This is an optimization exercise on Yosys and OpenROAD, whose aim is small area, not a production implementation. In this exercise RTL edits were held to simulation tests only and were not proved equivalent to the original. No activity file was given, so power comes from the tool's default toggle rates.

Design FinalProject, start of the top module:
module FinalProject(input [3:0] in, input [1:0] pushButton, input clk, input rst, input onOff,
                    output [0:6] Hex0, Hex1, Hex2, Hex3, Hex4, Hex5, output readyLed);
Settings: LEC_CHECK=0, CAP_MARGIN=0, CORE_MARGIN=2, CORE_UTILIZATION=70, GPL_TIMING_DRIVEN=0, PLACE_DENSITY=0.85, SLEW_MARGIN=0; clock period 100.0 ns.
standard.sh (not shown) runs the stock make flow with config.mk's settings and CLKGATE_MAP_FILE= SYNTH_SCRIPT=/design/flow/synth_recipe.tcl, a recipe that flattens the netlist after the stock synthesis.
==> flow/flow/run.sh <==
#!/bin/bash
# Own layout flow: the standard ORFS flow, with
#  - synthesis re-run with an area-oriented ABC script and without Yosys's full-adder extraction
#    (same passes before ABC, so the same registers; their instance names are then set to the
#    standard synthesis's, paired by the net on their Q pin),
#  - port buffers of the smallest buffer cell.
# Every tool's output goes to a log file in this folder.
set -uo pipefail
here=$PWD
R=$here/orfs/results/$FLOW_PLATFORM/FinalProject/base
# 1. standard synthesis (reference for the register names; also the fallback netlist)
bash standard.sh synth > std_synth.log 2>&1 || { echo "standard synthesis failed"; exit 1; }
cp $R/1_2_yosys.v std_1_2_yosys.v
# 2. own synthesis
mkdir -p own
sed -e '/# Technology mapping of adders/,/# Technology mapping of latches/{/# Technology mapping of latches/!d}' \
    -e "s#log_cmd abc {\*}\$abc_args#log_cmd abc -script $here/flow/area.abc {*}\$lib_args {*}\$lib_dont_use_args#" \
    $FLOW_HOME/scripts/synth.tcl > own/synth_core.tcl
sed "s#source \$::env(SCRIPTS_DIR)/synth.tcl#source $here/own/synth_core.tcl#" synth_recipe.tcl > own/synth.tcl
if grep -q "flow/area.abc" own/synth_core.tcl && ! grep -q "extract_fa" own/synth_core.tcl && grep -q "own/synth_core.tcl" own/synth.tcl; then
  make -C $FLOW_HOME DESIGN_CONFIG=$FLOW_CONFIG WORK_HOME=$here/own/orfs CLKGATE_MAP_FILE= \
    SYNTH_SCRIPT=$here/own/synth.tcl $here/own/orfs/results/$FLOW_PLATFORM/FinalProject/base/1_2_yosys.v > own_synth.log 2>&1 \
  && python3 flow/fixnames.py std_1_2_yosys.v own/orfs/results/$FLOW_PLATFORM/FinalProject/base/1_2_yosys.v own_1_2_yosys.v > fixnames.log 2>&1 \
  && { cp own_1_2_yosys.v $R/1_2_yosys.v; rm -f $R/1_synth.odb $R/1_synth.sdc; echo "using own synthesis" >> fixnames.log; } \
  || echo "own synthesis not used" >> fixnames.log
else
  echo "own synthesis script not built; using the standard one" >> fixnames.log
fi
# 3. the rest of the standard flow
export BUFFER_PORTS_ARGS="-buffer_cell sky130_fd_sc_hd__buf_1"
export CTS_ARGS="-sink_clustering_enable -repair_clock_nets -dont_use_dummy_load -sink_clustering_size 30 -sink_clustering_max_diameter 100 -buf_list sky130_fd_sc_hd__clkbuf_8"
bash standard.sh finish > std_finish.log 2>&1 || { echo "flow failed"; tail -20 std_finish.log; exit 1; }
ls -l out/ > out.log
Other scripts of this flow, unchanged in this note and not shown: flow/flow/area.abc, flow/flow/fixnames.py
The starting point completed with no timing, DRC or antenna violations.
Then changed:
--- a/flow/flow/run.sh
+++ b/flow/flow/run.sh
@@ -29,5 +29,4 @@
 # 3. the rest of the standard flow
 export BUFFER_PORTS_ARGS="-buffer_cell sky130_fd_sc_hd__buf_1"
-export CTS_ARGS="-sink_clustering_enable -repair_clock_nets -dont_use_dummy_load -sink_clustering_size 30 -sink_clustering_max_diameter 100 -buf_list sky130_fd_sc_hd__clkbuf_8"
 bash standard.sh finish > std_finish.log 2>&1 || { echo "flow failed"; tail -20 std_finish.log; exit 1; }
 ls -l out/ > out.log
- CAP_MARGIN: 0 -> 20
- CORE_UTILIZATION: 70 -> 40
- CTS_BUF_LIST: not set -> sky130_fd_sc_hd__clkbuf_8
- GPL_TIMING_DRIVEN: 0 -> not set
- PLACE_DENSITY: 0.85 -> not set
- SLEW_MARGIN: 0 -> 20
=> Sequential cell count is unchanged. Wire length came out higher by 6.1%. Total power came out higher by 12%. Count of clock-buffer cells in the layout came out higher by 1. Setup slack gets better by 0.71 ns.
Then changed:
--- a/flow/flow/run.sh
+++ b/flow/flow/run.sh
@@ -29,4 +29,5 @@
 # 3. the rest of the standard flow
 export BUFFER_PORTS_ARGS="-buffer_cell sky130_fd_sc_hd__buf_1"
+export CTS_ARGS="-sink_clustering_enable -repair_clock_nets -dont_use_dummy_load -sink_clustering_size 30 -sink_clustering_max_diameter 100 -buf_list sky130_fd_sc_hd__clkbuf_8"
 bash standard.sh finish > std_finish.log 2>&1 || { echo "flow failed"; tail -20 std_finish.log; exit 1; }
 ls -l out/ > out.log
- CAP_MARGIN: 20 -> 0
- CTS_BUF_LIST: sky130_fd_sc_hd__clkbuf_8 -> not set
- GPL_TIMING_DRIVEN: not set -> 0
- SLEW_MARGIN: 20 -> 0
Cell count is about the same. Worst hold slack gets worse by 0.0047 ns. Synthesized area stays the same. Maximum frequency came out lower by a few percent.
Then changed:
- GPL_TIMING_DRIVEN: 0 -> not set
What happened:
- The new run completed with no timing, DRC or antenna violations
- routed wire length grows by 2.7%
- non-clock buffer count went down by 9
- hold slack is better by 0.0041 ns
- power hardly moves
- synthesized area does not change
- worst setup slack gains 0.66 ns
- register-to-register slack stays flat
- critical path depth fell by 1
- global-route usage came out higher by 0.81 points
- utilization decreases by 0.61 points


## before
Another version of the RTL of FinalProject (not shown whole).
clock: 100.0 ns
lec_check: 0
cap_margin: 0
core_margin: 2
core_utilization: 40
gpl_timing_driven: 0
slew_margin: 0
==> flow/flow/run.sh <==
#!/bin/bash
# Own layout flow: the standard ORFS flow, with
#  - synthesis re-run with area-oriented ABC scripts (the smallest result is kept) and without
#    Yosys's full-adder extraction: the same passes before ABC, so the same registers; their
#    instance names are then set to the standard synthesis's, paired by the net on their Q pin,
#  - constant outputs driven by tie cells of their own instead of buffers of one tie cell,
#  - port buffers of the smallest buffer cell, and a clock tree without dummy loads.
# Every tool's output goes to a log file in this folder.
set -uo pipefail
here=$PWD
P=$FLOW_PLATFORM
R=$here/orfs/results/$P/FinalProject/base
# 1. standard synthesis (reference for the register names; also the fallback netlist)
bash standard.sh synth > std_synth.log 2>&1 || { echo "standard synthesis failed"; exit 1; }
cp $R/1_2_yosys.v std_1_2_yosys.v
# 2. own synthesis, one run per ABC script
mkdir -p own
sed -e '/# Technology mapping of adders/,/# Technology mapping of latches/{/# Technology mapping of latches/!d}' \
    -e 's#log_cmd abc {\*}\$abc_args#log_cmd abc -script $::env(OWN_ABC_SCRIPT) {*}$lib_args {*}$lib_dont_use_args#' \
    $FLOW_HOME/scripts/synth.tcl > own/synth_core.tcl
sed "s#source \$::env(SCRIPTS_DIR)/synth.tcl#source $here/own/synth_core.tcl#" synth_recipe.tcl > own/synth.tcl
best=""; best_area=""
if grep -q "OWN_ABC_SCRIPT" own/synth_core.tcl && ! grep -q "extract_fa" own/synth_core.tcl && grep -q "own/synth_core.tcl" own/synth.tcl; then
  for s in flow/abc_*.script; do
    n=$(basename $s .script)
    OWN_ABC_SCRIPT=$here/$s make -C $FLOW_HOME DESIGN_CONFIG=$FLOW_CONFIG WORK_HOME=$here/own/$n CLKGATE_MAP_FILE= \
      SYNTH_SCRIPT=$here/own/synth.tcl $here/own/$n/results/$P/FinalProject/base/1_2_yosys.v > own_synth_$n.log 2>&1 &
  done
  wait
  for s in flow/abc_*.script; do
    n=$(basename $s .script)
    v=own/$n/results/$P/FinalProject/base/1_2_yosys.v
    a=$(grep -o "Chip area for module .*: [0-9.]*" own/$n/reports/$P/FinalProject/base/synth_stat.txt 2>/dev/null | awk '{print $NF}')
    [ -f "$v" ] && [ -n "$a" ] || continue
    python3 flow/fixnames.py std_1_2_yosys.v $v own_$n.v > fixnames_$n.log 2>&1 || continue
    echo "$n $a" >> own_areas.log
    if [ -z "$best" ] || awk "BEGIN{exit !($a < $best_area)}"; then best=$n; best_area=$a; fi
  done
fi
if [ -n "$best" ]; then
  python3 flow/tiefix.py own_$best.v own_1_2_yosys.v > tiefix.log 2>&1 || cp own_$best.v own_1_2_yosys.v
  cp own_1_2_yosys.v $R/1_2_yosys.v; rm -f $R/1_synth.odb $R/1_synth.sdc
  echo "using own synthesis $best ($best_area)" >> own_areas.log
else
  echo "own synthesis not used" >> own_areas.log
fi
# 3. the rest of the standard flow
export BUFFER_PORTS_ARGS="-buffer_cell sky130_fd_sc_hd__buf_1"
export CTS_ARGS="-sink_clustering_enable -repair_clock_nets -dont_use_dummy_load -buf_list sky130_fd_sc_hd__clkbuf_8"
bash standard.sh finish > std_finish.log 2>&1 || { echo "flow failed"; tail -20 std_finish.log; exit 1; }
ls -l out/ > out.log
==> flow/flow/abc_H1.script <==
strash
ifraig
scorr
dc2
strash
balance -l
resub -K 6 -l
rewrite -l
resub -K 6 -N 2 -l
refactor -l
resub -K 8 -l
balance -l
resub -K 8 -N 2 -l
rewrite -l
resub -K 10 -l
rewrite -z -l
resub -K 10 -N 2 -l
balance -l
resub -K 12 -l
refactor -z -l
resub -K 12 -N 2 -l
rewrite -z -l
balance -l
dch -f
balance -l
resub -K 6 -l
rewrite -l
resub -K 6 -N 2 -l
refactor -l
resub -K 8 -l
balance -l
resub -K 8 -N 2 -l
rewrite -l
resub -K 10 -l
rewrite -z -l
resub -K 10 -N 2 -l
balance -l
resub -K 12 -l
refactor -z -l
resub -K 12 -N 2 -l
rewrite -z -l
balance -l
dch -f
amap -m -F 4 -A 8
strash
dch -f
amap -m -F 4 -A 8
topo
==> flow/flow/abc_I1.script <==
strash
ifraig
scorr
dc2
strash
balance -l
resub -K 6 -l
rewrite -l
resub -K 6 -N 2 -l
refactor -l
resub -K 8 -l
balance -l
resub -K 8 -N 2 -l
rewrite -l
resub -K 10 -l
rewrite -z -l
resub -K 10 -N 2 -l
balance -l
resub -K 12 -l
refactor -z -l
resub -K 12 -N 2 -l
rewrite -z -l
balance -l
dch -f
balance -l
resub -K 6 -l
rewrite -l
resub -K 6 -N 2 -l
refactor -l
resub -K 8 -l
balance -l
resub -K 8 -N 2 -l
rewrite -l
resub -K 10 -l
rewrite -z -l
resub -K 10 -N 2 -l
balance -l
resub -K 12 -l
refactor -z -l
resub -K 12 -N 2 -l
rewrite -z -l
balance -l
dch -f
amap -m -F 4 -A 8
strash
dch -f
amap -m -F 4 -A 8
strash
dch -f
amap -m -F 4 -A 8
topo
==> flow/flow/abc_J1.script <==
strash
ifraig
scorr
dc2
strash
balance -l
resub -K 6 -l
rewrite -l
resub -K 6 -N 2 -l
refactor -l
resub -K 8 -l
balance -l
resub -K 8 -N 2 -l
rewrite -l
resub -K 10 -l
rewrite -z -l
resub -K 10 -N 2 -l
balance -l
resub -K 12 -l
refactor -z -l
resub -K 12 -N 2 -l
rewrite -z -l
balance -l
dch -f
balance -l
resub -K 6 -l
rewrite -l
resub -K 6 -N 2 -l
refactor -l
resub -K 8 -l
balance -l
resub -K 8 -N 2 -l
rewrite -l
resub -K 10 -l
rewrite -z -l
resub -K 10 -N 2 -l
balance -l
resub -K 12 -l
refactor -z -l
resub -K 12 -N 2 -l
rewrite -z -l
balance -l
dch -f
amap -m -F 4 -A 8
strash
dch -f
amap -m -F 4 -A 8
strash
dch
amap -m -F 4 -A 8
topo
==> flow/flow/abc_J5.script <==
strash
ifraig
scorr
dc2
strash
balance -l
resub -K 6 -l
rewrite -l
resub -K 6 -N 2 -l
refactor -l
resub -K 8 -l
balance -l
resub -K 8 -N 2 -l
rewrite -l
resub -K 10 -l
rewrite -z -l
resub -K 10 -N 2 -l
balance -l
resub -K 12 -l
refactor -z -l
resub -K 12 -N 2 -l
rewrite -z -l
balance -l
dch -f
balance -l
resub -K 6 -l
rewrite -l
resub -K 6 -N 2 -l
refactor -l
resub -K 8 -l
balance -l
resub -K 8 -N 2 -l
rewrite -l
resub -K 10 -l
rewrite -z -l
resub -K 10 -N 2 -l
balance -l
resub -K 12 -l
refactor -z -l
resub -K 12 -N 2 -l
rewrite -z -l
balance -l
dch -f
amap -m -F 4 -A 8
strash
&get -n
&dch -f
&put
amap -m -F 4 -A 8
topo
==> flow/flow/abc_J8.script <==
strash
ifraig
scorr
dc2
strash
balance -l
resub -K 6 -l
rewrite -l
resub -K 6 -N 2 -l
refactor -l
resub -K 8 -l
balance -l
resub -K 8 -N 2 -l
rewrite -l
resub -K 10 -l
rewrite -z -l
resub -K 10 -N 2 -l
balance -l
resub -K 12 -l
refactor -z -l
resub -K 12 -N 2 -l
rewrite -z -l
balance -l
dch -f
balance -l
resub -K 6 -l
rewrite -l
resub -K 6 -N 2 -l
refactor -l
resub -K 8 -l
balance -l
resub -K 8 -N 2 -l
rewrite -l
resub -K 10 -l
rewrite -z -l
resub -K 10 -N 2 -l
balance -l
resub -K 12 -l
refactor -z -l
resub -K 12 -N 2 -l
rewrite -z -l
balance -l
dch -f
amap -F 4 -A 8
strash
dch -f
amap -m -F 4 -A 8
strash
dch -f
amap -F 4 -A 8
topo
Other scripts of this flow, unchanged in this note and not shown: flow/flow/fixnames.py, flow/flow/tiefix.py
before ran to completion and came out clean on the timing, design-rule and antenna checks.
#### Input delta (after over before)
==> flow/flow/abc_a.script (new file) <==
strash
ifraig
scorr
dc2
strash
balance -l
resub -K 6 -l
rewrite -l
resub -K 6 -N 2 -l
refactor -l
resub -K 8 -l
balance -l
resub -K 8 -N 2 -l
rewrite -l
resub -K 10 -l
rewrite -z -l
resub -K 10 -N 2 -l
balance -l
resub -K 12 -l
refactor -z -l
resub -K 12 -N 2 -l
rewrite -z -l
balance -l
dch -f
balance -l
resub -K 6 -l
rewrite -l
resub -K 6 -N 2 -l
refactor -l
resub -K 8 -l
balance -l
resub -K 8 -N 2 -l
rewrite -l
resub -K 10 -l
rewrite -z -l
resub -K 10 -N 2 -l
balance -l
resub -K 12 -l
refactor -z -l
resub -K 12 -N 2 -l
rewrite -z -l
balance -l
dch -f
amap -m -F 4 -A 8
strash
dch -f
amap -m -F 4 -A 8
topo
==> flow/flow/abc_b.script (new file) <==
strash
ifraig
scorr
dc2
strash
balance -l
resub -K 6 -l
rewrite -l
resub -K 6 -N 2 -l
refactor -l
resub -K 8 -l
balance -l
resub -K 8 -N 2 -l
rewrite -l
resub -K 10 -l
rewrite -z -l
resub -K 10 -N 2 -l
balance -l
resub -K 12 -l
refactor -z -l
resub -K 12 -N 2 -l
rewrite -z -l
balance -l
dch -f
balance -l
resub -K 6 -l
rewrite -l
resub -K 6 -N 2 -l
refactor -l
resub -K 8 -l
balance -l
resub -K 8 -N 2 -l
rewrite -l
resub -K 10 -l
rewrite -z -l
resub -K 10 -N 2 -l
balance -l
resub -K 12 -l
refactor -z -l
resub -K 12 -N 2 -l
rewrite -z -l
balance -l
dch -f
amap -m -F 4 -A 8
strash
dch -f
amap -m -F 4 -A 8
strash
dch -f
amap -m -F 4 -A 8
topo
==> flow/flow/abc_c.script (new file) <==
strash
ifraig
scorr
dc2
strash
balance -l
resub -K 6 -l
rewrite -l
resub -K 6 -N 2 -l
refactor -l
resub -K 8 -l
balance -l
resub -K 8 -N 2 -l
rewrite -l
resub -K 10 -l
rewrite -z -l
resub -K 10 -N 2 -l
balance -l
resub -K 12 -l
refactor -z -l
resub -K 12 -N 2 -l
rewrite -z -l
balance -l
dch -f
balance -l
resub -K 6 -l
rewrite -l
resub -K 6 -N 2 -l
refactor -l
resub -K 8 -l
balance -l
resub -K 8 -N 2 -l
rewrite -l
resub -K 10 -l
rewrite -z -l
resub -K 10 -N 2 -l
balance -l
resub -K 12 -l
refactor -z -l
resub -K 12 -N 2 -l
rewrite -z -l
balance -l
dch -f
amap -m -F 4 -A 8
topo
removed: flow/flow/abc_H1.script
removed: flow/flow/abc_I1.script
removed: flow/flow/abc_J1.script
removed: flow/flow/abc_J5.script
removed: flow/flow/abc_J8.script
- Clock buffer count in the final layout: after vs before identical
- In the tables for before and after, synthesized cell count reads higher with after.
- Maximum frequency: before vs after, no meaningful difference
- First-pass GRT wire length sits higher in after than in before.
- Compared with before, the router placed more vias in after.
- Going from before to after, slew at the pin closest to its max-slew limit down 0.011 ns; routed wire length saw a decrease.

what the ideal ports hide:
The results above use ideal ports. As a check the final layouts listed here were re-extracted and re-timed, cells and wires unchanged. Step 1, drivers: a clkbuf_16 drives clk and a buf_2 each remaining input, both assumed. Step 2 times the ports against the registers' clock, not the clock port: input delays grow and output delays shrink by t, the midpoint of the rising clock arrivals with the driver on. a / b / c = ideal / step 1 / step 2; a / b = the first two.
run	t, ns	slack for setup (ns)	hold slack, ns	slew at the worst register clock pin (ns)
the first run of note 1	0.393	77.519 / 77.527 / 77.134	0.481 / 0.481 / 0.481	0.09 / 0.09
the second run of note 1	0.410	78.227 / 78.191 / 78.040	0.486 / 0.486 / 0.486	0.09 / 0.09
the third run of note 1	0.398	77.555 / 77.568 / 77.170	0.481 / 0.481 / 0.481	0.09 / 0.09
the fourth run of note 1	0.413	78.219 / 78.182 / 78.032	0.486 / 0.486 / 0.486	0.09 / 0.09
before	0.399	77.822 / 77.835 / 77.436	0.480 / 0.480 / 0.480	0.09 / 0.09
after	0.400	77.761 / 77.770 / 77.369	0.451 / 0.451 / 0.451	0.09 / 0.09
After both steps setup and hold are still met in every run listed. For after, which loses most, drivers alone change the setup slack by +0.009 ns; drivers and shift together by -0.392 ns.
